Context: an optimization exercise on an open-source flow, tuned for small area and a short achievable clock period. The choices shown serve that exercise and are no tape-out recipe.
No run shown here included a check of the RTL's function; only the layout flow was run.

## flow/design.v (module list and top-level ports; edited modules follow where they fit)
// module fa: 6 lines
// module FPU: 1449 lines
module FPU(clk, A, B, opcode, O, flags);
  // ...
==> flow/flow/run.sh <==
#!/bin/bash
# Layout flow: the standard flow (standard.sh: ORFS synthesis to the
# final layout), with the input and output port buffers taken from
# sky130_fd_sc_hd__buf_4 instead of the cell buffer_ports picks by itself.
# ORFS writes each step's log under orfs/logs; make's own output goes to
# standard.log here.
set -euo pipefail
bash standard.sh BUFFER_PORTS_ARGS="-buffer_cell sky130_fd_sc_hd__buf_4" finish > standard.log 2>&1
==> flow/standard.sh <==
#!/bin/bash
# synth_recipe.tcl (not shown) runs the flow's synth.tcl, then flattens the netlist and writes it again
# the make line also repeats each setting of config.mk as NAME=value (left out here)
make -C /OpenROAD-flow-scripts/flow DESIGN_CONFIG=/design/flow/config.mk WORK_HOME=/design/flow/orfs CLKGATE_MAP_FILE= SYNTH_SCRIPT=/design/flow/synth_recipe.tcl "${@:-finish}"
==> flow/config.mk <==
export PLATFORM = sky130hd
export DESIGN_NAME = FPU
export DESIGN_NICKNAME = FPU
export VERILOG_FILES = /design/flow/design.v
export SDC_FILE = /design/flow/constraint.sdc
export NUM_CORES = 4
export LEC_CHECK = 0
export ABC_AREA = 1
export CAP_MARGIN = 20
export CORE_MARGIN = 2
export CORE_UTILIZATION = 50
export SETUP_SLACK_MARGIN = 3
export SLEW_MARGIN = 20
export SYNTH_HIERARCHICAL = 1
export SYNTH_MINIMUM_KEEP_SIZE = 0
==> flow/constraint.sdc <==
create_clock -name core_clock -period 21.0 [get_ports {clk}]
set_input_delay 4.2000 -clock core_clock [delete_from_list [all_inputs] [get_ports {clk}]]
set_output_delay 4.2000 -clock core_clock [all_outputs]
set_load 0.01 [all_outputs]
==> run_results.csv, run 1 <==
group,metric,value,unit
final_layout,multi_input_area_share,84.8,%
worst_setup_path,crit_slowest_cell,"inv_1",
routing,routed_wire_length_per_instance,25.0,microns
synthesis,syn_inst,3130,
final_layout,seq_area_share,0.500,%
place,dp_slack,1980,ps
synthesis,synth_edf_count,0,
worst_setup_path,cp_num_buf_inv,5,
worst_setup_path,crit_top_cell,"nand2_1",
floorplan,dieArea,0.0463,sq mm
final_layout,layout_common_cells,"533 x nand2_1, 320 x xor2_1, 312 x o22ai_1, 281 x fa_1, 271 x inv_1",
global_routing,grt-ovfl-total,0,
global_routing,gr-usage-met1,53.0,%
place,place.gp.congestion,1.10,
sta,holdWs,4420,ps
final_layout,design_area,0.0240,sq mm
clock_tree,htreeDepth,1,
clock_tree,cts_tree,"yes",
synthesis,yosysSeqAreaShare,0.538,%
routing,drc,0,
routing,num_vias,24200,
run_status,status,"no timing/DRC/antenna violations",
floorplan,num_rows,77,
worst_setup_path,path_max_fanout,25,
==> run 2, diff against run 1 <==
--- a/flow/design.v
+++ b/flow/design.v
@@ -1176,257 +1176,330 @@
 	wire m_s603, m_c604;
 	fa m_um_s603(.a(m_s515), .b(m_pp11[23]), .c(m_c514), .s(m_s603), .co(m_c604));
 	wire m_s605, m_c606;
 	fa m_um_s605(.a(m_s35), .b(m_c516), .c(m_pp11[24]), .s(m_s605), .co(m_c606));
 	wire m_s607, m_c608;
 	fa m_um_s607(.a(m_pt[23]), .b(m_pt[22]), .c(m_nn12), .s(m_s607), .co(m_c608));
 	wire [47:0] m_rx = {m_c606, m_c604, m_c602, m_c600, m_c598, m_c596, m_c594, m_c592, m_c590, m_c588, m_c586, m_c584, m_c582, m_c580, m_c578, m_c576, m_c574, m_c572, m_c570, m_c568, m_c566, m_c564, m_c562, m_c560, m_c558, m_c556, m_c554, m_c552, m_c550, m_c548, m_c546, m_c544, m_c542, m_c540, m_c538, m_c536, m_c534, m_c532, m_c530, m_c528, m_c526, m_c524, m_c522, m_c520, m_c518, m_s517, m_pp0[1], m_neg0};
 	wire [47:0] m_ry = {m_s607, m_s605, m_s603, m_s601, m_s599, m_s597, m_s595, m_s593, m_s591, m_s589, m_s587, m_s585, m_s583, m_s581, m_s579, m_s577, m_s575, m_s573, m_s571, m_s569, m_s567, m_s565, m_s563, m_s561, m_s559, m_s557, m_s555, m_s553, m_s551, m_s549, m_s547, m_s545, m_s543, m_s541, m_s539, m_s537, m_s535, m_s533, m_s531, m_s529, m_s527, m_s525, m_s523, m_s521, m_s519, m_pp1[0], 1'b0, m_pp0[0]};
-	wire [17:0] m_lx = m_rx[17:0];
-	wire [17:0] m_ly = m_ry[17:0];
-	wire [29:0] m_hx = m_rx[47:18];
-	wire [29:0] m_hy = m_ry[47:18];
-	wire [17:0] m_flg = m_lx & m_ly;
-	wire [17:0] m_flp = m_lx ^ m_ly;
-	wire m_flG1_0 = m_flg[1] | (m_flp[1] & m_flg[0]);
-	wire m_flP1_0 = m_flp[1] & m_flp[0];
-	wire m_flG3_2 = m_flg[3] | (m_flp[3] & m_flg[2]);
-	wire m_flP3_2 = m_flp[3] & m_flp[2];
-	wire m_flG5_4 = m_flg[5] | (m_flp[5] & m_flg[4]);
-	wire m_flP5_4 = m_flp[5] & m_flp[4];
-	wire m_flG7_6 = m_flg[7] | (m_flp[7] & m_flg[6]);
-	wire m_flP7_6 = m_flp[7] & m_flp[6];
-	wire m_flG9_8 = m_flg[9] | (m_flp[9] & m_flg[8]);
-	wire m_flP9_8 = m_flp[9] & m_flp[8];
-	wire m_flG11_10 = m_flg[11] | (m_flp[11] & m_flg[10]);
-	wire m_flP11_10 = m_flp[11] & m_flp[10];
-	wire m_flG13_12 = m_flg[13] | (m_flp[13] & m_flg[12]);
-	wire m_flP13_12 = m_flp[13] & m_flp[12];
-	wire m_flG15_14 = m_flg[15] | (m_flp[15] & m_flg[14]);
-	wire m_flP15_14 = m_flp[15] & m_flp[14];
-	wire m_flG17_16 = m_flg[17] | (m_flp[17] & m_flg[16]);
-	wire m_flP17_16 = m_flp[17] & m_flp[16];
-	wire m_flG3_0 = m_flG3_2 | (m_flP3_2 & m_flG1_0);
-	wire m_flP3_0 = m_flP3_2 & m_flP1_0;
-	wire m_flG7_4 = m_flG7_6 | (m_flP7_6 & m_flG5_4);
-	wire m_flP7_4 = m_flP7_6 & m_flP5_4;
-	wire m_flG11_8 = m_flG11_10 | (m_flP11_10 & m_flG9_8);
-	wire m_flP11_8 = m_flP11_10 & m_flP9_8;
-	wire m_flG15_12 = m_flG15_14 | (m_flP15_14 & m_flG13_12);
-	wire m_flP15_12 = m_flP15_14 & m_flP13_12;
-	wire m_flG7_0 = m_flG7_4 | (m_flP7_4 & m_flG3_0);
-	wire m_flP7_0 = m_flP7_4 & m_flP3_0;
-	wire m_flG15_8 = m_flG15_12 | (m_flP15_12 & m_flG11_8);
-	wire m_flP15_8 = m_flP15_12 & m_flP11_8;
-	wire m_flG15_0 = m_flG15_8 | (m_flP15_8 & m_flG7_0);
-	wire m_flP15_0 = m_flP15_8 & m_flP7_0;
-	wire m_flG11_0 = m_flG11_8 | (m_flP11_8 & m_flG7_0);
-	wire m_flP11_0 = m_flP11_8 & m_flP7_0;
-	wire m_flG5_0 = m_flG5_4 | (m_flP5_4 & m_flG3_0);
-	wire m_flP5_0 = m_flP5_4 & m_flP3_0;
-	wire m_flG9_0 = m_flG9_8 | (m_flP9_8 & m_flG7_0);
-	wire m_flP9_0 = m_flP9_8 & m_flP7_0;
-	wire m_flG13_0 = m_flG13_12 | (m_flP13_12 & m_flG11_0);
-	wire m_flP13_0 = m_flP13_12 & m_flP11_0;
-	wire m_flG17_0 = m_flG17_16 | (m_flP17_16 & m_flG15_0);
-	wire m_flP17_0 = m_flP17_16 & m_flP15_0;
-	wire m_flG2_0 = m_flg[2] | (m_flp[2] & m_flG1_0);
-	wire m_flP2_0 = m_flp[2] & m_flP1_0;
-	wire m_flG4_0 = m_flg[4] | (m_flp[4] & m_flG3_0);
-	wire m_flP4_0 = m_flp[4] & m_flP3_0;
-	wire m_flG6_0 = m_flg[6] | (m_flp[6] & m_flG5_0);
-	wire m_flP6_0 = m_flp[6] & m_flP5_0;
-	wire m_flG8_0 = m_flg[8] | (m_flp[8] & m_flG7_0);
-	wire m_flP8_0 = m_flp[8] & m_flP7_0;
-	wire m_flG10_0 = m_flg[10] | (m_flp[10] & m_flG9_0);
-	wire m_flP10_0 = m_flp[10] & m_flP9_0;
-	wire m_flG12_0 = m_flg[12] | (m_flp[12] & m_flG11_0);
-	wire m_flP12_0 = m_flp[12] & m_flP11_0;
-	wire m_flG14_0 = m_flg[14] | (m_flp[14] & m_flG13_0);
-	wire m_flP14_0 = m_flp[14] & m_flP13_0;
-	wire m_flG16_0 = m_flg[16] | (m_flp[16] & m_flG15_0);
-	wire m_flP16_0 = m_flp[16] & m_flP15_0;
-	wire [29:0] m_fhg = m_hx & m_hy;
-	wire [29:0] m_fhp = m_hx ^ m_hy;
-	wire m_fhG0_m1 = m_fhg[0] | (m_fhp[0] & m_flG17_0);
-	wire m_fhG2_1 = m_fhg[2] | (m_fhp[2] & m_fhg[1]);
-	wire m_fhP2_1 = m_fhp[2] & m_fhp[1];
-	wire m_fhG4_3 = m_fhg[4] | (m_fhp[4] & m_fhg[3]);
-	wire m_fhP4_3 = m_fhp[4] & m_fhp[3];
-	wire m_fhG6_5 = m_fhg[6] | (m_fhp[6] & m_fhg[5]);
-	wire m_fhP6_5 = m_fhp[6] & m_fhp[5];
-	wire m_fhG8_7 = m_fhg[8] | (m_fhp[8] & m_fhg[7]);
-	wire m_fhP8_7 = m_fhp[8] & m_fhp[7];
-	wire m_fhG10_9 = m_fhg[10] | (m_fhp[10] & m_fhg[9]);
-	wire m_fhP10_9 = m_fhp[10] & m_fhp[9];
-	wire m_fhG12_11 = m_fhg[12] | (m_fhp[12] & m_fhg[11]);
-	wire m_fhP12_11 = m_fhp[12] & m_fhp[11];
-	wire m_fhG14_13 = m_fhg[14] | (m_fhp[14] & m_fhg[13]);
-	wire m_fhP14_13 = m_fhp[14] & m_fhp[13];
-	wire m_fhG16_15 = m_fhg[16] | (m_fhp[16] & m_fhg[15]);
-	wire m_fhP16_15 = m_fhp[16] & m_fhp[15];
-	wire m_fhG18_17 = m_fhg[18] | (m_fhp[18] & m_fhg[17]);
-	wire m_fhP18_17 = m_fhp[18] & m_fhp[17];
-	wire m_fhG20_19 = m_fhg[20] | (m_fhp[20] & m_fhg[19]);
-	wire m_fhP20_19 = m_fhp[20] & m_fhp[19];
-	wire m_fhG22_21 = m_fhg[22] | (m_fhp[22] & m_fhg[21]);
-	wire m_fhP22_21 = m_fhp[22] & m_fhp[21];
-	wire m_fhG24_23 = m_fhg[24] | (m_fhp[24] & m_fhg[23]);
-	wire m_fhP24_23 = m_fhp[24] & m_fhp[23];
-	wire m_fhG26_25 = m_fhg[26] | (m_fhp[26] & m_fhg[25]);
-	wire m_fhP26_25 = m_fhp[26] & m_fhp[25];
-	wire m_fhG28_27 = m_fhg[28] | (m_fhp[28] & m_fhg[27]);
-	wire m_fhP28_27 = m_fhp[28] & m_fhp[27];
-	wire m_fhG1_m1 = m_fhg[1] | (m_fhp[1] & m_fhG0_m1);
-	wire m_fhG2_m1 = m_fhG2_1 | (m_fhP2_1 & m_fhG0_m1);
-	wire m_fhG5_3 = m_fhg[5] | (m_fhp[5] & m_fhG4_3);
-	wire m_fhP5_3 = m_fhp[5] & m_fhP4_3;
-	wire m_fhG6_3 = m_fhG6_5 | (m_fhP6_5 & m_fhG4_3);
-	wire m_fhP6_3 = m_fhP6_5 & m_fhP4_3;
-	wire m_fhG9_7 = m_fhg[9] | (m_fhp[9] & m_fhG8_7);
-	wire m_fhP9_7 = m_fhp[9] & m_fhP8_7;
-	wire m_fhG10_7 = m_fhG10_9 | (m_fhP10_9 & m_fhG8_7);
-	wire m_fhP10_7 = m_fhP10_9 & m_fhP8_7;
-	wire m_fhG13_11 = m_fhg[13] | (m_fhp[13] & m_fhG12_11);
-	wire m_fhP13_11 = m_fhp[13] & m_fhP12_11;
-	wire m_fhG14_11 = m_fhG14_13 | (m_fhP14_13 & m_fhG12_11);
-	wire m_fhP14_11 = m_fhP14_13 & m_fhP12_11;
-	wire m_fhG17_15 = m_fhg[17] | (m_fhp[17] & m_fhG16_15);
-	wire m_fhP17_15 = m_fhp[17] & m_fhP16_15;
-	wire m_fhG18_15 = m_fhG18_17 | (m_fhP18_17 & m_fhG16_15);
-	wire m_fhP18_15 = m_fhP18_17 & m_fhP16_15;
-	wire m_fhG21_19 = m_fhg[21] | (m_fhp[21] & m_fhG20_19);
-	wire m_fhP21_19 = m_fhp[21] & m_fhP20_19;
-	wire m_fhG22_19 = m_fhG22_21 | (m_fhP22_21 & m_fhG20_19);
-	wire m_fhP22_19 = m_fhP22_21 & m_fhP20_19;
-	wire m_fhG25_23 = m_fhg[25] | (m_fhp[25] & m_fhG24_23);
-	wire m_fhP25_23 = m_fhp[25] & m_fhP24_23;
-	wire m_fhG26_23 = m_fhG26_25 | (m_fhP26_25 & m_fhG24_23);
-	wire m_fhP26_23 = m_fhP26_25 & m_fhP24_23;
-	wire m_fhG29_27 = m_fhg[29] | (m_fhp[29] & m_fhG28_27);
-	wire m_fhP29_27 = m_fhp[29] & m_fhP28_27;
-	wire m_fhG3_m1 = m_fhg[3] | (m_fhp[3] & m_fhG2_m1);
-	wire m_fhG4_m1 = m_fhG4_3 | (m_fhP4_3 & m_fhG2_m1);
-	wire m_fhG5_m1 = m_fhG5_3 | (m_fhP5_3 & m_fhG2_m1);
-	wire m_fhG6_m1 = m_fhG6_3 | (m_fhP6_3 & m_fhG2_m1);
-	wire m_fhG11_7 = m_fhg[11] | (m_fhp[11] & m_fhG10_7);
-	wire m_fhP11_7 = m_fhp[11] & m_fhP10_7;
-	wire m_fhG12_7 = m_fhG12_11 | (m_fhP12_11 & m_fhG10_7);
-	wire m_fhP12_7 = m_fhP12_11 & m_fhP10_7;
-	wire m_fhG13_7 = m_fhG13_11 | (m_fhP13_11 & m_fhG10_7);
-	wire m_fhP13_7 = m_fhP13_11 & m_fhP10_7;
-	wire m_fhG14_7 = m_fhG14_11 | (m_fhP14_11 & m_fhG10_7);
-	wire m_fhP14_7 = m_fhP14_11 & m_fhP10_7;
-	wire m_fhG19_15 = m_fhg[19] | (m_fhp[19] & m_fhG18_15);
-	wire m_fhP19_15 = m_fhp[19] & m_fhP18_15;
-	wire m_fhG20_15 = m_fhG20_19 | (m_fhP20_19 & m_fhG18_15);
-	wire m_fhP20_15 = m_fhP20_19 & m_fhP18_15;
-	wire m_fhG21_15 = m_fhG21_19 | (m_fhP21_19 & m_fhG18_15);
-	wire m_fhP21_15 = m_fhP21_19 & m_fhP18_15;
-	wire m_fhG22_15 = m_fhG22_19 | (m_fhP22_19 & m_fhG18_15);
-	wire m_fhP22_15 = m_fhP22_19 & m_fhP18_15;
-	wire m_fhG27_23 = m_fhg[27] | (m_fhp[27] & m_fhG26_23);
-	wire m_fhP27_23 = m_fhp[27] & m_fhP26_23;
-	wire m_fhG28_23 = m_fhG28_27 | (m_fhP28_27 & m_fhG26_23);
-	wire m_fhP28_23 = m_fhP28_27 & m_fhP26_23;
-	wire m_fhG29_23 = m_fhG29_27 | (m_fhP29_27 & m_fhG26_23);
-	wire m_fhP29_23 = m_fhP29_27 & m_fhP26_23;
-	wire m_fhG7_m1 = m_fhg[7] | (m_fhp[7] & m_fhG6_m1);
-	wire m_fhG8_m1 = m_fhG8_7 | (m_fhP8_7 & m_fhG6_m1);
-	wire m_fhG9_m1 = m_fhG9_7 | (m_fhP9_7 & m_fhG6_m1);
-	wire m_fhG10_m1 = m_fhG10_7 | (m_fhP10_7 & m_fhG6_m1);
-	wire m_fhG11_m1 = m_fhG11_7 | (m_fhP11_7 & m_fhG6_m1);
-	wire m_fhG12_m1 = m_fhG12_7 | (m_fhP12_7 & m_fhG6_m1);
-	wire m_fhG13_m1 = m_fhG13_7 | (m_fhP13_7 & m_fhG6_m1);
-	wire m_fhG14_m1 = m_fhG14_7 | (m_fhP14_7 & m_fhG6_m1);
-	wire m_fhG23_15 = m_fhg[23] | (m_fhp[23] & m_fhG22_15);
-	wire m_fhP23_15 = m_fhp[23] & m_fhP22_15;
-	wire m_fhG24_15 = m_fhG24_23 | (m_fhP24_23 & m_fhG22_15);
-	wire m_fhP24_15 = m_fhP24_23 & m_fhP22_15;
-	wire m_fhG25_15 = m_fhG25_23 | (m_fhP25_23 & m_fhG22_15);
-	wire m_fhP25_15 = m_fhP25_23 & m_fhP22_15;
-	wire m_fhG26_15 = m_fhG26_23 | (m_fhP26_23 & m_fhG22_15);
-	wire m_fhP26_15 = m_fhP26_23 & m_fhP22_15;
-	wire m_fhG27_15 = m_fhG27_23 | (m_fhP27_23 & m_fhG22_15);
-	wire m_fhP27_15 = m_fhP27_23 & m_fhP22_15;
-	wire m_fhG28_15 = m_fhG28_23 | (m_fhP28_23 & m_fhG22_15);
-	wire m_fhP28_15 = m_fhP28_23 & m_fhP22_15;
-	wire m_fhG29_15 = m_fhG29_23 | (m_fhP29_23 & m_fhG22_15);
-	wire m_fhP29_15 = m_fhP29_23 & m_fhP22_15;
-	wire m_fhG15_m1 = m_fhg[15] | (m_fhp[15] & m_fhG14_m1);
-	wire m_fhG16_m1 = m_fhG16_15 | (m_fhP16_15 & m_fhG14_m1);
-	wire m_fhG17_m1 = m_fhG17_15 | (m_fhP17_15 & m_fhG14_m1);
-	wire m_fhG18_m1 = m_fhG18_15 | (m_fhP18_15 & m_fhG14_m1);
-	wire m_fhG19_m1 = m_fhG19_15 | (m_fhP19_15 & m_fhG14_m1);
-	wire m_fhG20_m1 = m_fhG20_15 | (m_fhP20_15 & m_fhG14_m1);
-	wire m_fhG21_m1 = m_fhG21_15 | (m_fhP21_15 & m_fhG14_m1);
-	wire m_fhG22_m1 = m_fhG22_15 | (m_fhP22_15 & m_fhG14_m1);
-	wire m_fhG23_m1 = m_fhG23_15 | (m_fhP23_15 & m_fhG14_m1);
-	wire m_fhG24_m1 = m_fhG24_15 | (m_fhP24_15 & m_fhG14_m1);
-	wire m_fhG25_m1 = m_fhG25_15 | (m_fhP25_15 & m_fhG14_m1);
-	wire m_fhG26_m1 = m_fhG26_15 | (m_fhP26_15 & m_fhG14_m1);
-	wire m_fhG27_m1 = m_fhG27_15 | (m_fhP27_15 & m_fhG14_m1);
-	wire m_fhG28_m1 = m_fhG28_15 | (m_fhP28_15 & m_fhG14_m1);
-	wire m_fhG29_m1 = m_fhG29_15 | (m_fhP29_15 & m_fhG14_m1);
-	assign p[18] = m_fhp[0] ^ m_flG17_0;
-	assign p[19] = m_fhp[1] ^ m_fhG0_m1;
-	assign p[20] = m_fhp[2] ^ m_fhG1_m1;
-	assign p[21] = m_fhp[3] ^ m_fhG2_m1;
-	assign p[22] = m_fhp[4] ^ m_fhG3_m1;
-	assign p[23] = m_fhp[5] ^ m_fhG4_m1;
-	assign p[24] = m_fhp[6] ^ m_fhG5_m1;
-	assign p[25] = m_fhp[7] ^ m_fhG6_m1;
-	assign p[26] = m_fhp[8] ^ m_fhG7_m1;
-	assign p[27] = m_fhp[9] ^ m_fhG8_m1;
-	assign p[28] = m_fhp[10] ^ m_fhG9_m1;
-	assign p[29] = m_fhp[11] ^ m_fhG10_m1;
-	assign p[30] = m_fhp[12] ^ m_fhG11_m1;
-	assign p[31] = m_fhp[13] ^ m_fhG12_m1;
-	assign p[32] = m_fhp[14] ^ m_fhG13_m1;
-	assign p[33] = m_fhp[15] ^ m_fhG14_m1;
-	assign p[34] = m_fhp[16] ^ m_fhG15_m1;
-	assign p[35] = m_fhp[17] ^ m_fhG16_m1;
-	assign p[36] = m_fhp[18] ^ m_fhG17_m1;
-	assign p[37] = m_fhp[19] ^ m_fhG18_m1;
-	assign p[38] = m_fhp[20] ^ m_fhG19_m1;
-	assign p[39] = m_fhp[21] ^ m_fhG20_m1;
-	assign p[40] = m_fhp[22] ^ m_fhG21_m1;
-	assign p[41] = m_fhp[23] ^ m_fhG22_m1;
-	assign p[42] = m_fhp[24] ^ m_fhG23_m1;
-	assign p[43] = m_fhp[25] ^ m_fhG24_m1;
-	assign p[44] = m_fhp[26] ^ m_fhG25_m1;
-	assign p[45] = m_fhp[27] ^ m_fhG26_m1;
-	assign p[46] = m_fhp[28] ^ m_fhG27_m1;
-	assign p[47] = m_fhp[29] ^ m_fhG28_m1;
-	wire mok = ~p[46] & (e0 != 8'd0);
-	wire g1 = mok & p[45];
-	wire g2 = mok & ~p[45] & p[44];
-	wire g3 = mok & ~p[45] & ~p[44] & p[43];
-	wire g4 = mok & ~p[45] & ~p[44] & ~p[43] & p[42];
-	wire g5 = mok & ~p[45] & ~p[44] & ~p[43] & ~p[42] & p[41];
-	wire g0 = ~(g1 | g2 | g3 | g4 | g5);
-	wire [22:0] mm = ({23{g0}} & p[45:23]) | ({23{g1}} & p[44:22]) |
-	                 ({23{g2}} & p[43:21]) | ({23{g3}} & p[42:20]) |
-	                 ({23{g4}} & p[41:19]) | ({23{g5}} & p[40:18]);
-	wire [22:0] mul_m = p[47] ? p[46:24] : mm;
+	wire [47:0] m_fg = m_rx & m_ry;
+	wire [47:0] m_fp = m_rx ^ m_ry;
+	wire m_fG1_0 = m_fg[1] | (m_fp[1] & m_fg[0]);
+	wire m_fP1_0 = m_fp[1] & m_fp[0];
+	wire m_fG3_2 = m_fg[3] | (m_fp[3] & m_fg[2]);
+	wire m_fP3_2 = m_fp[3] & m_fp[2];
+	wire m_fG5_4 = m_fg[5] | (m_fp[5] & m_fg[4]);
+	wire m_fP5_4 = m_fp[5] & m_fp[4];
+	wire m_fG7_6 = m_fg[7] | (m_fp[7] & m_fg[6]);
+	wire m_fP7_6 = m_fp[7] & m_fp[6];
+	wire m_fG9_8 = m_fg[9] | (m_fp[9] & m_fg[8]);
+	wire m_fP9_8 = m_fp[9] & m_fp[8];
+	wire m_fG11_10 = m_fg[11] | (m_fp[11] & m_fg[10]);
+	wire m_fP11_10 = m_fp[11] & m_fp[10];
+	wire m_fG13_12 = m_fg[13] | (m_fp[13] & m_fg[12]);
+	wire m_fP13_12 = m_fp[13] & m_fp[12];
+	wire m_fG15_14 = m_fg[15] | (m_fp[15] & m_fg[14]);
+	wire m_fP15_14 = m_fp[15] & m_fp[14];
+	wire m_fG17_16 = m_fg[17] | (m_fp[17] & m_fg[16]);
+	wire m_fP17_16 = m_fp[17] & m_fp[16];
+	wire m_fG19_18 = m_fg[19] | (m_fp[19] & m_fg[18]);
+	wire m_fP19_18 = m_fp[19] & m_fp[18];
+	wire m_fG21_20 = m_fg[21] | (m_fp[21] & m_fg[20]);
+	wire m_fP21_20 = m_fp[21] & m_fp[20];
+	wire m_fG23_22 = m_fg[23] | (m_fp[23] & m_fg[22]);
+	wire m_fP23_22 = m_fp[23] & m_fp[22];
+	wire m_fG25_24 = m_fg[25] | (m_fp[25] & m_fg[24]);
+	wire m_fP25_24 = m_fp[25] & m_fp[24];
+	wire m_fG27_26 = m_fg[27] | (m_fp[27] & m_fg[26]);
+	wire m_fP27_26 = m_fp[27] & m_fp[26];
+	wire m_fG29_28 = m_fg[29] | (m_fp[29] & m_fg[28]);
+	wire m_fP29_28 = m_fp[29] & m_fp[28];
+	wire m_fG31_30 = m_fg[31] | (m_fp[31] & m_fg[30]);
+	wire m_fP31_30 = m_fp[31] & m_fp[30];
+	wire m_fG33_32 = m_fg[33] | (m_fp[33] & m_fg[32]);
+	wire m_fP33_32 = m_fp[33] & m_fp[32];
+	wire m_fG35_34 = m_fg[35] | (m_fp[35] & m_fg[34]);
+	wire m_fP35_34 = m_fp[35] & m_fp[34];
+	wire m_fG37_36 = m_fg[37] | (m_fp[37] & m_fg[36]);
+	wire m_fP37_36 = m_fp[37] & m_fp[36];
+	wire m_fG39_38 = m_fg[39] | (m_fp[39] & m_fg[38]);
+	wire m_fP39_38 = m_fp[39] & m_fp[38];
+	wire m_fG41_40 = m_fg[41] | (m_fp[41] & m_fg[40]);
+	wire m_fP41_40 = m_fp[41] & m_fp[40];
+	wire m_fG43_42 = m_fg[43] | (m_fp[43] & m_fg[42]);
+	wire m_fP43_42 = m_fp[43] & m_fp[42];
+	wire m_fG45_44 = m_fg[45] | (m_fp[45] & m_fg[44]);
+	wire m_fP45_44 = m_fp[45] & m_fp[44];
+	wire m_fG47_46 = m_fg[47] | (m_fp[47] & m_fg[46]);
+	wire m_fP47_46 = m_fp[47] & m_fp[46];
+	wire m_fG2_0 = m_fg[2] | (m_fp[2] & m_fG1_0);
+	wire m_fP2_0 = m_fp[2] & m_fP1_0;
+	wire m_fG3_0 = m_fG3_2 | (m_fP3_2 & m_fG1_0);
+	wire m_fP3_0 = m_fP3_2 & m_fP1_0;
+	wire m_fG6_4 = m_fg[6] | (m_fp[6] & m_fG5_4);
+	wire m_fP6_4 = m_fp[6] & m_fP5_4;
+	wire m_fG7_4 = m_fG7_6 | (m_fP7_6 & m_fG5_4);
+	wire m_fP7_4 = m_fP7_6 & m_fP5_4;
+	wire m_fG10_8 = m_fg[10] | (m_fp[10] & m_fG9_8);
+	wire m_fP10_8 = m_fp[10] & m_fP9_8;
+	wire m_fG11_8 = m_fG11_10 | (m_fP11_10 & m_fG9_8);
+	wire m_fP11_8 = m_fP11_10 & m_fP9_8;
+	wire m_fG14_12 = m_fg[14] | (m_fp[14] & m_fG13_12);
+	wire m_fP14_12 = m_fp[14] & m_fP13_12;
+	wire m_fG15_12 = m_fG15_14 | (m_fP15_14 & m_fG13_12);
+	wire m_fP15_12 = m_fP15_14 & m_fP13_12;
+	wire m_fG18_16 = m_fg[18] | (m_fp[18] & m_fG17_16);
+	wire m_fP18_16 = m_fp[18] & m_fP17_16;
+	wire m_fG19_16 = m_fG19_18 | (m_fP19_18 & m_fG17_16);
+	wire m_fP19_16 = m_fP19_18 & m_fP17_16;
+	wire m_fG22_20 = m_fg[22] | (m_fp[22] & m_fG21_20);
+	wire m_fP22_20 = m_fp[22] & m_fP21_20;
+	wire m_fG23_20 = m_fG23_22 | (m_fP23_22 & m_fG21_20);
+	wire m_fP23_20 = m_fP23_22 & m_fP21_20;
+	wire m_fG26_24 = m_fg[26] | (m_fp[26] & m_fG25_24);
+	wire m_fP26_24 = m_fp[26] & m_fP25_24;
+	wire m_fG27_24 = m_fG27_26 | (m_fP27_26 & m_fG25_24);
+	wire m_fP27_24 = m_fP27_26 & m_fP25_24;
+	wire m_fG30_28 = m_fg[30] | (m_fp[30] & m_fG29_28);
+	wire m_fP30_28 = m_fp[30] & m_fP29_28;
+	wire m_fG31_28 = m_fG31_30 | (m_fP31_30 & m_fG29_28);
+	wire m_fP31_28 = m_fP31_30 & m_fP29_28;
+	wire m_fG34_32 = m_fg[34] | (m_fp[34] & m_fG33_32);
+	wire m_fP34_32 = m_fp[34] & m_fP33_32;
+	wire m_fG35_32 = m_fG35_34 | (m_fP35_34 & m_fG33_32);
+	wire m_fP35_32 = m_fP35_34 & m_fP33_32;
+	wire m_fG38_36 = m_fg[38] | (m_fp[38] & m_fG37_36);
+	wire m_fP38_36 = m_fp[38] & m_fP37_36;
+	wire m_fG39_36 = m_fG39_38 | (m_fP39_38 & m_fG37_36);
+	wire m_fP39_36 = m_fP39_38 & m_fP37_36;
+	wire m_fG42_40 = m_fg[42] | (m_fp[42] & m_fG41_40);
+	wire m_fP42_40 = m_fp[42] & m_fP41_40;
+	wire m_fG43_40 = m_fG43_42 | (m_fP43_42 & m_fG41_40);
+	wire m_fP43_40 = m_fP43_42 & m_fP41_40;
+	wire m_fG46_44 = m_fg[46] | (m_fp[46] & m_fG45_44);
+	wire m_fP46_44 = m_fp[46] & m_fP45_44;
+	wire m_fG47_44 = m_fG47_46 | (m_fP47_46 & m_fG45_44);
+	wire m_fP47_44 = m_fP47_46 & m_fP45_44;
+	wire m_fG4_0 = m_fg[4] | (m_fp[4] & m_fG3_0);
+	wire m_fP4_0 = m_fp[4] & m_fP3_0;
+	wire m_fG5_0 = m_fG5_4 | (m_fP5_4 & m_fG3_0);
+	wire m_fP5_0 = m_fP5_4 & m_fP3_0;
+	wire m_fG6_0 = m_fG6_4 | (m_fP6_4 & m_fG3_0);
+	wire m_fP6_0 = m_fP6_4 & m_fP3_0;
+	wire m_fG7_0 = m_fG7_4 | (m_fP7_4 & m_fG3_0);
+	wire m_fP7_0 = m_fP7_4 & m_fP3_0;
+	wire m_fG12_8 = m_fg[12] | (m_fp[12] & m_fG11_8);
+	wire m_fP12_8 = m_fp[12] & m_fP11_8;
+	wire m_fG13_8 = m_fG13_12 | (m_fP13_12 & m_fG11_8);
+	wire m_fP13_8 = m_fP13_12 & m_fP11_8;
+	wire m_fG14_8 = m_fG14_12 | (m_fP14_12 & m_fG11_8);
+	wire m_fP14_8 = m_fP14_12 & m_fP11_8;
+	wire m_fG15_8 = m_fG15_12 | (m_fP15_12 & m_fG11_8);
+	wire m_fP15_8 = m_fP15_12 & m_fP11_8;
+	wire m_fG20_16 = m_fg[20] | (m_fp[20] & m_fG19_16);
+	wire m_fP20_16 = m_fp[20] & m_fP19_16;
+	wire m_fG21_16 = m_fG21_20 | (m_fP21_20 & m_fG19_16);
+	wire m_fP21_16 = m_fP21_20 & m_fP19_16;
+	wire m_fG22_16 = m_fG22_20 | (m_fP22_20 & m_fG19_16);
+	wire m_fP22_16 = m_fP22_20 & m_fP19_16;
+	wire m_fG23_16 = m_fG23_20 | (m_fP23_20 & m_fG19_16);
+	wire m_fP23_16 = m_fP23_20 & m_fP19_16;
+	wire m_fG28_24 = m_fg[28] | (m_fp[28] & m_fG27_24);
+	wire m_fP28_24 = m_fp[28] & m_fP27_24;
+	wire m_fG29_24 = m_fG29_28 | (m_fP29_28 & m_fG27_24);
+	wire m_fP29_24 = m_fP29_28 & m_fP27_24;
+	wire m_fG30_24 = m_fG30_28 | (m_fP30_28 & m_fG27_24);
+	wire m_fP30_24 = m_fP30_28 & m_fP27_24;
+	wire m_fG31_24 = m_fG31_28 | (m_fP31_28 & m_fG27_24);
+	wire m_fP31_24 = m_fP31_28 & m_fP27_24;
+	wire m_fG36_32 = m_fg[36] | (m_fp[36] & m_fG35_32);
+	wire m_fP36_32 = m_fp[36] & m_fP35_32;
+	wire m_fG37_32 = m_fG37_36 | (m_fP37_36 & m_fG35_32);
+	wire m_fP37_32 = m_fP37_36 & m_fP35_32;
+	wire m_fG38_32 = m_fG38_36 | (m_fP38_36 & m_fG35_32);
+	wire m_fP38_32 = m_fP38_36 & m_fP35_32;
+	wire m_fG39_32 = m_fG39_36 | (m_fP39_36 & m_fG35_32);
+	wire m_fP39_32 = m_fP39_36 & m_fP35_32;
+	wire m_fG44_40 = m_fg[44] | (m_fp[44] & m_fG43_40);
+	wire m_fP44_40 = m_fp[44] & m_fP43_40;
+	wire m_fG45_40 = m_fG45_44 | (m_fP45_44 & m_fG43_40);
+	wire m_fP45_40 = m_fP45_44 & m_fP43_40;
+	wire m_fG46_40 = m_fG46_44 | (m_fP46_44 & m_fG43_40);
+	wire m_fP46_40 = m_fP46_44 & m_fP43_40;
+	wire m_fG47_40 = m_fG47_44 | (m_fP47_44 & m_fG43_40);
+	wire m_fP47_40 = m_fP47_44 & m_fP43_40;
+	wire m_fG8_0 = m_fg[8] | (m_fp[8] & m_fG7_0);
+	wire m_fP8_0 = m_fp[8] & m_fP7_0;
+	wire m_fG9_0 = m_fG9_8 | (m_fP9_8 & m_fG7_0);
+	wire m_fP9_0 = m_fP9_8 & m_fP7_0;
+	wire m_fG10_0 = m_fG10_8 | (m_fP10_8 & m_fG7_0);
+	wire m_fP10_0 = m_fP10_8 & m_fP7_0;
+	wire m_fG11_0 = m_fG11_8 | (m_fP11_8 & m_fG7_0);
+	wire m_fP11_0 = m_fP11_8 & m_fP7_0;
+	wire m_fG12_0 = m_fG12_8 | (m_fP12_8 & m_fG7_0);
+	wire m_fP12_0 = m_fP12_8 & m_fP7_0;
+	wire m_fG13_0 = m_fG13_8 | (m_fP13_8 & m_fG7_0);
+	wire m_fP13_0 = m_fP13_8 & m_fP7_0;
+	wire m_fG14_0 = m_fG14_8 | (m_fP14_8 & m_fG7_0);
+	wire m_fP14_0 = m_fP14_8 & m_fP7_0;
+	wire m_fG15_0 = m_fG15_8 | (m_fP15_8 & m_fG7_0);
+	wire m_fP15_0 = m_fP15_8 & m_fP7_0;
+	wire m_fG24_16 = m_fg[24] | (m_fp[24] & m_fG23_16);
+	wire m_fP24_16 = m_fp[24] & m_fP23_16;
+	wire m_fG25_16 = m_fG25_24 | (m_fP25_24 & m_fG23_16);
+	wire m_fP25_16 = m_fP25_24 & m_fP23_16;
+	wire m_fG26_16 = m_fG26_24 | (m_fP26_24 & m_fG23_16);
+	wire m_fP26_16 = m_fP26_24 & m_fP23_16;
+	wire m_fG27_16 = m_fG27_24 | (m_fP27_24 & m_fG23_16);
+	wire m_fP27_16 = m_fP27_24 & m_fP23_16;
+	wire m_fG28_16 = m_fG28_24 | (m_fP28_24 & m_fG23_16);
+	wire m_fP28_16 = m_fP28_24 & m_fP23_16;
+	wire m_fG29_16 = m_fG29_24 | (m_fP29_24 & m_fG23_16);
+	wire m_fP29_16 = m_fP29_24 & m_fP23_16;
+	wire m_fG30_16 = m_fG30_24 | (m_fP30_24 & m_fG23_16);
+	wire m_fP30_16 = m_fP30_24 & m_fP23_16;
+	wire m_fG31_16 = m_fG31_24 | (m_fP31_24 & m_fG23_16);
+	wire m_fP31_16 = m_fP31_24 & m_fP23_16;
+	wire m_fG40_32 = m_fg[40] | (m_fp[40] & m_fG39_32);
+	wire m_fP40_32 = m_fp[40] & m_fP39_32;
+	wire m_fG41_32 = m_fG41_40 | (m_fP41_40 & m_fG39_32);
+	wire m_fP41_32 = m_fP41_40 & m_fP39_32;
+	wire m_fG42_32 = m_fG42_40 | (m_fP42_40 & m_fG39_32);
+	wire m_fP42_32 = m_fP42_40 & m_fP39_32;
+	wire m_fG43_32 = m_fG43_40 | (m_fP43_40 & m_fG39_32);
+	wire m_fP43_32 = m_fP43_40 & m_fP39_32;
+	wire m_fG44_32 = m_fG44_40 | (m_fP44_40 & m_fG39_32);
+	wire m_fP44_32 = m_fP44_40 & m_fP39_32;
+	wire m_fG45_32 = m_fG45_40 | (m_fP45_40 & m_fG39_32);
+	wire m_fP45_32 = m_fP45_40 & m_fP39_32;
+	wire m_fG46_32 = m_fG46_40 | (m_fP46_40 & m_fG39_32);
+	wire m_fP46_32 = m_fP46_40 & m_fP39_32;
+	wire m_fG47_32 = m_fG47_40 | (m_fP47_40 & m_fG39_32);
+	wire m_fP47_32 = m_fP47_40 & m_fP39_32;
+	wire m_fG16_0 = m_fg[16] | (m_fp[16] & m_fG15_0);
+	wire m_fP16_0 = m_fp[16] & m_fP15_0;
+	wire m_fG17_0 = m_fG17_16 | (m_fP17_16 & m_fG15_0);
+	wire m_fP17_0 = m_fP17_16 & m_fP15_0;
+	wire m_fG18_0 = m_fG18_16 | (m_fP18_16 & m_fG15_0);
+	wire m_fP18_0 = m_fP18_16 & m_fP15_0;
+	wire m_fG19_0 = m_fG19_16 | (m_fP19_16 & m_fG15_0);
+	wire m_fP19_0 = m_fP19_16 & m_fP15_0;
+	wire m_fG20_0 = m_fG20_16 | (m_fP20_16 & m_fG15_0);
+	wire m_fP20_0 = m_fP20_16 & m_fP15_0;
+	wire m_fG21_0 = m_fG21_16 | (m_fP21_16 & m_fG15_0);
+	wire m_fP21_0 = m_fP21_16 & m_fP15_0;
+	wire m_fG22_0 = m_fG22_16 | (m_fP22_16 & m_fG15_0);
+	wire m_fP22_0 = m_fP22_16 & m_fP15_0;
+	wire m_fG23_0 = m_fG23_16 | (m_fP23_16 & m_fG15_0);
+	wire m_fP23_0 = m_fP23_16 & m_fP15_0;
+	wire m_fG24_0 = m_fG24_16 | (m_fP24_16 & m_fG15_0);
+	wire m_fP24_0 = m_fP24_16 & m_fP15_0;
+	wire m_fG25_0 = m_fG25_16 | (m_fP25_16 & m_fG15_0);
+	wire m_fP25_0 = m_fP25_16 & m_fP15_0;
+	wire m_fG26_0 = m_fG26_16 | (m_fP26_16 & m_fG15_0);
+	wire m_fP26_0 = m_fP26_16 & m_fP15_0;
+	wire m_fG27_0 = m_fG27_16 | (m_fP27_16 & m_fG15_0);
+	wire m_fP27_0 = m_fP27_16 & m_fP15_0;
+	wire m_fG28_0 = m_fG28_16 | (m_fP28_16 & m_fG15_0);
+	wire m_fP28_0 = m_fP28_16 & m_fP15_0;
+	wire m_fG29_0 = m_fG29_16 | (m_fP29_16 & m_fG15_0);
+	wire m_fP29_0 = m_fP29_16 & m_fP15_0;
+	wire m_fG30_0 = m_fG30_16 | (m_fP30_16 & m_fG15_0);
+	wire m_fP30_0 = m_fP30_16 & m_fP15_0;
+	wire m_fG31_0 = m_fG31_16 | (m_fP31_16 & m_fG15_0);
+	wire m_fP31_0 = m_fP31_16 & m_fP15_0;
+	wire m_fG32_0 = m_fg[32] | (m_fp[32] & m_fG31_0);
+	wire m_fP32_0 = m_fp[32] & m_fP31_0;
+	wire m_fG33_0 = m_fG33_32 | (m_fP33_32 & m_fG31_0);
+	wire m_fP33_0 = m_fP33_32 & m_fP31_0;
+	wire m_fG34_0 = m_fG34_32 | (m_fP34_32 & m_fG31_0);
+	wire m_fP34_0 = m_fP34_32 & m_fP31_0;
+	wire m_fG35_0 = m_fG35_32 | (m_fP35_32 & m_fG31_0);
+	wire m_fP35_0 = m_fP35_32 & m_fP31_0;
+	wire m_fG36_0 = m_fG36_32 | (m_fP36_32 & m_fG31_0);
+	wire m_fP36_0 = m_fP36_32 & m_fP31_0;
+	wire m_fG37_0 = m_fG37_32 | (m_fP37_32 & m_fG31_0);
+	wire m_fP37_0 = m_fP37_32 & m_fP31_0;
+	wire m_fG38_0 = m_fG38_32 | (m_fP38_32 & m_fG31_0);
+	wire m_fP38_0 = m_fP38_32 & m_fP31_0;
+	wire m_fG39_0 = m_fG39_32 | (m_fP39_32 & m_fG31_0);
+	wire m_fP39_0 = m_fP39_32 & m_fP31_0;
+	wire m_fG40_0 = m_fG40_32 | (m_fP40_32 & m_fG31_0);
+	wire m_fP40_0 = m_fP40_32 & m_fP31_0;
+	wire m_fG41_0 = m_fG41_32 | (m_fP41_32 & m_fG31_0);
+	wire m_fP41_0 = m_fP41_32 & m_fP31_0;
+	wire m_fG42_0 = m_fG42_32 | (m_fP42_32 & m_fG31_0);
+	wire m_fP42_0 = m_fP42_32 & m_fP31_0;
+	wire m_fG43_0 = m_fG43_32 | (m_fP43_32 & m_fG31_0);
+	wire m_fP43_0 = m_fP43_32 & m_fP31_0;
+	wire m_fG44_0 = m_fG44_32 | (m_fP44_32 & m_fG31_0);
+	wire m_fP44_0 = m_fP44_32 & m_fP31_0;
+	wire m_fG45_0 = m_fG45_32 | (m_fP45_32 & m_fG31_0);
+	wire m_fP45_0 = m_fP45_32 & m_fP31_0;
+	wire m_fG46_0 = m_fG46_32 | (m_fP46_32 & m_fG31_0);
+	wire m_fP46_0 = m_fP46_32 & m_fP31_0;
+	wire m_fG47_0 = m_fG47_32 | (m_fP47_32 & m_fG31_0);
+	wire m_fP47_0 = m_fP47_32 & m_fP31_0;
+	assign p[18] = m_fp[18] ^ m_fG17_0;
+	assign p[19] = m_fp[19] ^ m_fG18_0;
+	assign p[20] = m_fp[20] ^ m_fG19_0;
+	assign p[21] = m_fp[21] ^ m_fG20_0;
+	assign p[22] = m_fp[22] ^ m_fG21_0;
+	assign p[23] = m_fp[23] ^ m_fG22_0;
+	assign p[24] = m_fp[24] ^ m_fG23_0;
+	assign p[25] = m_fp[25] ^ m_fG24_0;
+	assign p[26] = m_fp[26] ^ m_fG25_0;
+	assign p[27] = m_fp[27] ^ m_fG26_0;
+	assign p[28] = m_fp[28] ^ m_fG27_0;
+	assign p[29] = m_fp[29] ^ m_fG28_0;
+	assign p[30] = m_fp[30] ^ m_fG29_0;
+	assign p[31] = m_fp[31] ^ m_fG30_0;
+	assign p[32] = m_fp[32] ^ m_fG31_0;
+	assign p[33] = m_fp[33] ^ m_fG32_0;
+	assign p[34] = m_fp[34] ^ m_fG33_0;
+	assign p[35] = m_fp[35] ^ m_fG34_0;
+	assign p[36] = m_fp[36] ^ m_fG35_0;
+	assign p[37] = m_fp[37] ^ m_fG36_0;
+	assign p[38] = m_fp[38] ^ m_fG37_0;
+	assign p[39] = m_fp[39] ^ m_fG38_0;
+	assign p[40] = m_fp[40] ^ m_fG39_0;
+	assign p[41] = m_fp[41] ^ m_fG40_0;
+	assign p[42] = m_fp[42] ^ m_fG41_0;
+	assign p[43] = m_fp[43] ^ m_fG42_0;
+	assign p[44] = m_fp[44] ^ m_fG43_0;
+	assign p[45] = m_fp[45] ^ m_fG44_0;
+	assign p[46] = m_fp[46] ^ m_fG45_0;
+	assign p[47] = m_fp[47] ^ m_fG46_0;
+	wire mok = ~p[47] & ~p[46] & (e0 != 8'd0);
+	wire hr = p[47];
+	wire h1 = mok & p[45];
+	wire h2 = mok & ~p[45] & p[44];
+	wire h3 = mok & ~p[45] & ~p[44] & p[43];
+	wire h4 = mok & ~p[45] & ~p[44] & ~p[43] & p[42];
+	wire h5 = mok & ~p[45] & ~p[44] & ~p[43] & ~p[42] & p[41];
+	wire h0 = ~(hr | h1 | h2 | h3 | h4 | h5);
+	wire [22:0] mul_m = ({23{hr}} & p[46:24]) | ({23{h0}} & p[45:23]) |
+	                    ({23{h1}} & p[44:22]) | ({23{h2}} & p[43:21]) |
+	                    ({23{h3}} & p[42:20]) | ({23{h4}} & p[41:19]) |
+	                    ({23{h5}} & p[40:18]);
 	wire [3:0] el_r = {1'b0, e0[2:0]} + 4'd1;
 	wire [3:0] el_0 = {1'b0, e0[2:0]};
 	wire [3:0] el_1 = {1'b0, e0[2:0]} - 4'd1;
 	wire [3:0] el_2 = {1'b0, e0[2:0]} - 4'd2;
 	wire [3:0] el_3 = {1'b0, e0[2:0]} - 4'd3;
 	wire [3:0] el_4 = {1'b0, e0[2:0]} - 4'd4;
 	wire [3:0] el_5 = {1'b0, e0[2:0]} - 4'd5;
 	wire [4:0] eh_m = e0[7:3] - 5'd1;
 	wire [4:0] eh_p = e0[7:3] + 5'd1;
-	wire [3:0] el = ({4{g0}} & el_0) | ({4{g1}} & el_1) | ({4{g2}} & el_2) |
-	                ({4{g3}} & el_3) | ({4{g4}} & el_4) | ({4{g5}} & el_5);
-	wire [7:0] me_r = {el_r[3] ? eh_p : e0[7:3], el_r[2:0]};
-	wire [7:0] me_n = {el[3] ? eh_m : e0[7:3], el[2:0]};
-	wire [7:0] mul_e = p[47] ? me_r : me_n;
+	wire [3:0] el = ({4{hr}} & el_r) | ({4{h0}} & el_0) | ({4{h1}} & el_1) |
+	                ({4{h2}} & el_2) | ({4{h3}} & el_3) | ({4{h4}} & el_4) |
+	                ({4{h5}} & el_5);
+	wire [4:0] mul_eh = el[3] ? (hr ? eh_p : eh_m) : e0[7:3];
+	wire [7:0] mul_e = {mul_eh, el[2:0]};
 	wire [31:0] mul_out = {A[31] ^ B[31], mul_e, mul_m};
 	wire a_max = &A[30:23];
 	wire b_max = &B[30:23];
 	wire a_frac_zero = ~|A[22:0];
 	wire b_frac_zero = ~|B[22:0];
 	wire nop = opcode[1] & opcode[0];
 	wire zero_out = nop | (~opcode[1] & opcode[0] & (A == B));
 	wire sel_a = ~zero_out & a_max;
==> flow/flow/run.sh (replaced) <==
#!/bin/bash
# Layout flow: the standard flow (standard.sh: ORFS synthesis to the
# final layout), with the input and output port buffers taken from
# sky130_fd_sc_hd__buf_2 instead of the cell buffer_ports picks by itself.
# ORFS writes each step's log under orfs/logs; make's own output goes to
# standard.log here.
set -euo pipefail
bash standard.sh BUFFER_PORTS_ARGS="-buffer_cell sky130_fd_sc_hd__buf_2" finish > standard.log 2>&1
==> run 2 against run 1 <==
  * Final cell count rose by 0.40%
  * Maximum frequency fell by 1.3%
  * Non-clock buffer count fell by 16
  * Largest cell class unchanged
==> run_results.csv, run 2 <==
group,metric,value,unit
worst_setup_path,path_max_fanout,19,
final_layout,final-seq-area,120,sq um
floorplan,die_w,215,microns
final_layout,final_common_cell,"nand2_1",
sta,hold_viol,0,
synthesis,synth_top_area_share,25.0,%
synthesis,yosysTopAreaCell,"fa_1",
worst_setup_path,crit_slowest_cell,"nor2_4",
worst_setup_path,required,16800,ps
synthesis,synth_edf_count,0,
floorplan,initial_core_util,50.5,%
synthesis,ys_types,55,
final_layout,design_area,0.0234,sq mm
synthesis,synth-main-ff-cell,"dfxtp_1",
sta,finalCritPeriodShare,84.2,%
final_layout,multi_input_area,0.0202,sq mm
sta,max_slew.worst_pin.slew,1170,ps
clock_tree,htreeDepth,1,
place,postPlaceCellArea,0.0230,sq mm
synthesis,post_synth.cell_area_avg,7.02,sq um
run_status,status,"no timing/DRC/antenna violations",
hold_path,min_path_cells,3,
place,dpl.hpwl,75900,microns
synthesis,syn_inst,3166,
place,place.gp.congestion,1.02,
routing,drt.antenna.violating_nets,0,
routing,routed_wl,95800,microns
hold_path,hold-path-endpoint,"S",
clock_tree,cts_tree,"yes",
synthesis,syn-num-nets,3675,
routing,num_vias,24200,
worst_setup_path,crit_top_cell,"nand2_1",
synthesis,synth_common_cells,"582 x nand2_1, 327 x xor2_1, 310 x o22ai_1",
synthesis,synth_seq_cells,6,
routing,post_drt_via_cell_ratio,6.48,
sta,holdWs,4460,ps
sta,rsz0062_at_grt,"true",
floorplan,dieArea,0.0462,sq mm
global_routing,grt_pass1_wl,144000,microns
sta,relSlewSlack,22.2,%
sta,tns,0,ps
worst_setup_path,endpoint_kind,"output port",
routing,routed_wire_length_per_instance,25.6,microns
routing,first_pass_iters,6,
floorplan,num_rows,77,
worst_setup_path,max_stage_delay,570,ps
routing,drc,0,
global_routing,antenna_found_initial,3,
final_layout,n_fill_cell,4499,
sta,maxSlewViolCount,0,
clock_tree,cts.sinks,6,
global_routing,track_usage,40.5,%
final_layout,layout_common_cells,"578 x nand2_1, 327 x xor2_1, 310 x o22ai_1, 287 x inv_1, 278 x fa_1",
synthesis,synth_area,0.0222,sq mm
clock_tree,ctsHoldBuffers,0,
synthesis,yosys-top-cells-area,"fa_1 25%, xor2_1 13%, nand2_1 9.8%",
worst_setup_path,startpoint_type,"primary input",
global_routing,grt_pass1_vias,23500,
worst_setup_path,worstPathArrival,13480,ps
final_layout,syn2layout_area_growth,5.30,%
synthesis,yosys_warnings,7,
final_layout,utilization,53.2,%
synthesis,async_flop_share,0,%
clock_tree,cts_made_buffers,3,
worst_setup_path,crit_type,"in -> out",
sta,setup_viol,0,
final_layout,num-nets-final,3655,
place,io_buffers,105,
synthesis,yosysSeqAreaShare,0.540,%
clock_tree,cts.clk_slew.worst_paths,40,ps
clock_tree,cts.root.buffer_cell,"clkbuf_16",
final_layout,drive_above_1_share,8.65,%
clock_tree,cts.path.max_buffers,2,
routing,first_iter_violations,3746,
hold_path,holdCritPathClass,"in -> reg",
floorplan,fp.dieH,215,microns
sta,timing.fmax,56.6,MHz
floorplan,core,0.0440,sq mm
sta,finalCriticalPeriod,17680,ps
global_routing,grt-ovfl-total,0,
hold_path,worstHoldStart,"B[31]",
synthesis,synth.most_common_cell,"nand2_1",
global_routing,grt_start_max_net_pins,96,
floorplan,io_pins,106,
run,cap_violations,0,
run 2: cell families (layout without fill, tap and decap cells):
| logic type | count (synthesis) | after routing | share of synthesized area, % |
|---|---|---|---|
| AO/OA/AOI/OAI | 706 | 706 | 19.3 |
| XOR/XNOR | 360 | 360 | 14.2 |
| adder cells (fa/ha/maj) | 442 | 442 | 34.3 |
| buffers and inverters | 524 | 500 | 9.61 |
| flip-flops | 6 | 6 | 0.540 |
| other | 0 | 3 | 0 |
| AND/OR/NAND/NOR | 1128 | 1130 | 22.1 |
run 2: layout make-up:
| type | count | share of cell area, % |
|---|---|---|
| multi-input cells | 2638 | 86.2 |
| inverters | 334 | 5.51 |
| repair buffers | 162 | 4.26 |
| well taps | 592 | 3.16 |
| flip-flops and latches | 6 | 0.513 |
| clock buffers | 3 | 0.321 |
| diodes | 3 | 0.0321 |
| repair inverters | 1 | 0.0214 |
run 2: how the worst max path moves through the flow:
stage / to / from / depth (start not counted) / slack (ps)
3_3_place_gp: O[26] / A[9] / 50 / 2480
3_5_place_dp: O[29] / A[18] / 49 / 2350
2_1_floorplan: O[26] / A[18] / 49 / 5230
4_1_cts: O[26] / B[0] / 53 / 2990
6_report: O[17] / B[9] / 36 / 3320
5_1_grt: O[21] / B[1] / 38 / 2990
run 2: layer usage:
metal | track usage [%] | vias up | routed length, microns
met5 | 0 | - | 0
met1 | 56.0 | 11600 | 39100
li1 | - | 10700 | -
met3 | 10.0 | 275 | 12000
met4 | 15.4 | 0 | 4440
met2 | 60.9 | 1668 | 40300
run 2: modules after synthesis (local to each module, per instance):
module  area [sq um]  cells  flip-flops and latches
FPU            16900   2902                       6
fa              20.0      1                       0
run 2: timing repair:
item                                    CTS  global route
setup buffers                             0            16
pin swaps                                 0             6
endpoints found under the setup margin   15            30
cloned                                    0             4
gates resized for setup                  17            32
run 2: worst max-delay path: cells and delay by family:
family / cells / cell delay (ps)
adder cells (fa/ha/maj): 7 / 2920
AND/OR/NAND/NOR: 13 / 2510
buffers and inverters: 8 / 2060
AO/OA/AOI/OAI: 6 / 1410
XOR/XNOR: 2 / 380
run 2: stage by stage:
step | setup WS [ps] | instances
after floorplan | 5230 | 3166
after global placement | 2480 | 3713
after detailed placement | 2350 | 3713
after CTS | 2990 | 3716
after global routing | 2990 | 3739
final | 3320 | 3739
==> run 3, diff against run 2 <==
--- a/flow/config.mk
+++ b/flow/config.mk
@@ -9,7 +9,7 @@
 export CAP_MARGIN = 20
 export CORE_MARGIN = 2
 export CORE_UTILIZATION = 50
-export SETUP_SLACK_MARGIN = 3
+export SETUP_SLACK_MARGIN = 4
 export SLEW_MARGIN = 20
 export SYNTH_HIERARCHICAL = 1
 export SYNTH_MINIMUM_KEEP_SIZE = 0
==> run 3 against run 2 <==
  * Still clean on timing, DRC and antenna
  * Via count up 1.3%
  * Final area up 3.0%
  * Worst hold slack better by 4.8 ps
  * Critical path type unchanged
  * Critical endpoint is now O[21]
==> run_results.csv, run 3 <==
group,metric,value,unit
synthesis,ys_types,55,
worst_setup_path,required,16800,ps
routing,routed_wl,96700,microns
worst_setup_path,startpoint_type,"primary input",
floorplan,core,0.0440,sq mm
final_layout,utilization,54.7,%
synthesis,synth-main-ff-cell,"dfxtp_1",
global_routing,antenna_found_initial,4,
routing,drt.antenna.violating_nets,0,
worst_setup_path,worstPathArrival,12470,ps
routing,drc,0,
final_layout,num-nets-final,3687,
final_layout,instances_no_fill,3772,
final_layout,layout_common_cells,"576 x nand2_1, 325 x xor2_1, 310 x o22ai_1, 276 x fa_1, 272 x inv_1",
floorplan,io_pins,106,
synthesis,post_synth.cell_area_avg,7.02,sq um
sta,rsz0062_at_grt,"true",
synthesis,async_flop_share,0,%
global_routing,grt-ovfl-total,0,
clock_tree,cts.root.buffer_cell,"clkbuf_16",
sta,max_slew.worst_pin.slew,1170,ps
sta,setup_viol,0,
global_routing,grt_start_max_net_pins,49,
place,io_buffers,105,
synthesis,syn_inst,3166,
floorplan,fp.dieH,215,microns
final_layout,drive_above_1_share,11.3,%
floorplan,die_w,215,microns
place,place.gp.congestion,1.02,
sta,hold_viol,0,
clock_tree,htreeDepth,1,
sta,maxSlewViolCount,0,
routing,num_vias,24600,
sta,tns,0,ps
worst_setup_path,crit_type,"in -> out",
floorplan,num_rows,77,
worst_setup_path,path_max_fanout,16,
worst_setup_path,endpoint_kind,"output port",
synthesis,synth_top_area_share,25.0,%
worst_setup_path,max_stage_delay,940,ps
worst_setup_path,path_depth,36,
clock_tree,ctsHoldBuffers,0,
hold_path,min_path_cells,3,
routing,first_pass_iters,9,
worst_setup_path,critPathTopFamily,"simple AND/OR/NAND/NOR gates",
synthesis,synth_edf_count,0,
sta,finalCritPeriodShare,79.4,%
routing,post_drt_via_cell_ratio,6.51,
synthesis,yosysSeqAreaShare,0.540,%
synthesis,yosysTopAreaCell,"fa_1",
clock_tree,cts_made_buffers,3,
run_status,status,"no timing/DRC/antenna violations",
synthesis,syn-num-nets,3675,
clock_tree,cts.sinks,6,
place,dpl.hpwl,75900,microns
routing,first_iter_violations,3888,
clock_tree,cts.path.max_buffers,2,
sta,finalCriticalPeriod,16670,ps
floorplan,initial_core_util,50.5,%
synthesis,yosys_warnings,7,
hold_path,holdCritPathClass,"in -> reg",
global_routing,grt_pass1_vias,23800,
floorplan,dieArea,0.0462,sq mm
worst_setup_path,crit_top_cell,"nand2_1",
clock_tree,cts_tree,"yes",
global_routing,grt_pass1_wl,145000,microns
run,cap_violations,0,
sta,relSlewSlack,22.1,%
global_routing,track_usage,40.9,%
sta,timing.fmax,60.0,MHz
worst_setup_path,cp_num_buf_inv,7,
final_layout,syn2layout_area_growth,8.43,%
synthesis,synth_area,0.0222,sq mm
worst_setup_path,crit_slowest_cell,"nor2_2",
routing,routed_wire_length_per_instance,25.6,microns
clock_tree,cts.clk_slew.worst_paths,40,ps
synthesis,synth_seq_cells,6,
synthesis,synth.most_common_cell,"nand2_1",
synthesis,yosys-top-cells-area,"fa_1 25%, xor2_1 13%, nand2_1 9.8%",
place,dp_cells,3713,
final_layout,final_common_cell,"nand2_1",
synthesis,synth_common_cells,"582 x nand2_1, 327 x xor2_1, 310 x o22ai_1",
run 3: cell families after synthesis:
family	count (synthesis)	share of synthesized area, %
compound gates	706	19.3
xor+xnor	360	14.2
fa+ha+maj	442	34.3
buf+inv	524	9.61
flops	6	0.540
simple gates	1128	22.1
run 3: Yosys stat by module, one instance, submodules excluded:
module	cell area, sq um	copies in the design
fa	20.0	264
FPU	16900	1
run 3: area by class of cell:
| class | count | area (sq um) |
|---|---|---|
| Sequential cell | 6 | 120 |
| Timing Repair inverter | 3 | 15.0 |
| Timing Repair Buffer | 191 | 1310 |
| Fill cell | 4416 | 19900 |
| Antenna cell | 4 | 10.0 |
| Tap cell | 592 | 741 |
| Multi-Input combinational cell | 2639 | 20500 |
| Inverter | 334 | 1380 |
| Clock buffer | 3 | 75.1 |
run 3: routing by layer:
layer / global-route usage (%) / share of wire, % / vias to the layer above / routed length, microns
li1: - / - / 10800 / -
met1: 56.2 / 40 / 11700 / 38600
met2: 60.8 / 42 / 1721 / 40500
met3: 11.1 / 13 / 329 / 12400
met4: 16.6 / 5.2 / 4 / 5020
met5: 0 / 0.14 / - / 139
run 3: final timing paths:
check / end / start / slack [ps]
hold / removal: S / B[31] / 4470
setup / recovery: O[21] / B[15] / 4330
run 3: worst min-delay path: stages:
cell and delay [ps]:
buf_2 160, nand2_1 70, o2111ai_1 190
run 3: timing repair:
item / CTS / global route
gates resized for setup: 52 / 111
endpoints found under the setup margin: 31 / 30
hold endpoints to repair: 0 / 0
pin swaps: 6 / 11
gates cloned: 3 / 5
setup buffers: 10 / 34
run 3: per-stage QoR:
| step | setup slack, ps | hold slack, ps | cell area (sq um) |
|---|---|---|---|
| 6_report | 4330 | 4470 | 24100 |
| 5_1_grt | 3810 | 4460 | 24100 |
| 4_1_cts | 4010 | 4430 | 23400 |
| 3_5_place_dp | 2350 | 4590 | 23000 |
| 3_3_place_gp | 2480 | 4600 | 23000 |
| 2_1_floorplan | 5230 | 4390 | 22200 |

-- what the ideal ports hide --
In the flow no input, the clock included, has a driving cell. The finished layouts below were timed again as built, in two steps.
Step 1: set_driving_cell puts a clkbuf_16 on clk and a buf_2 on each other input, an assumption about the parent block.
Step 2 moves the port delays by t, midway between the first and last clock arrival at a register: inputs arrive t later, outputs are due t later. That takes back most of the time a late clock gives input paths.
Three values: ideal ports, drivers, drivers and shift; two values: the first two.
run | t, ns | slack for setup (ns) | worst setup path at the end
run 1 | 0.275 | 3.549 / 3.509 / 3.509 | input to output
run 2 | 0.272 | 3.324 / 3.296 / 3.296 | input to output
run 3 | 0.276 | 4.328 / 4.296 / 4.296 | input to output
After both steps every run listed still meets setup and hold. The setup slack of run 1, which loses most, moves by -0.040 ns with the drivers and by -0.040 ns with both steps.
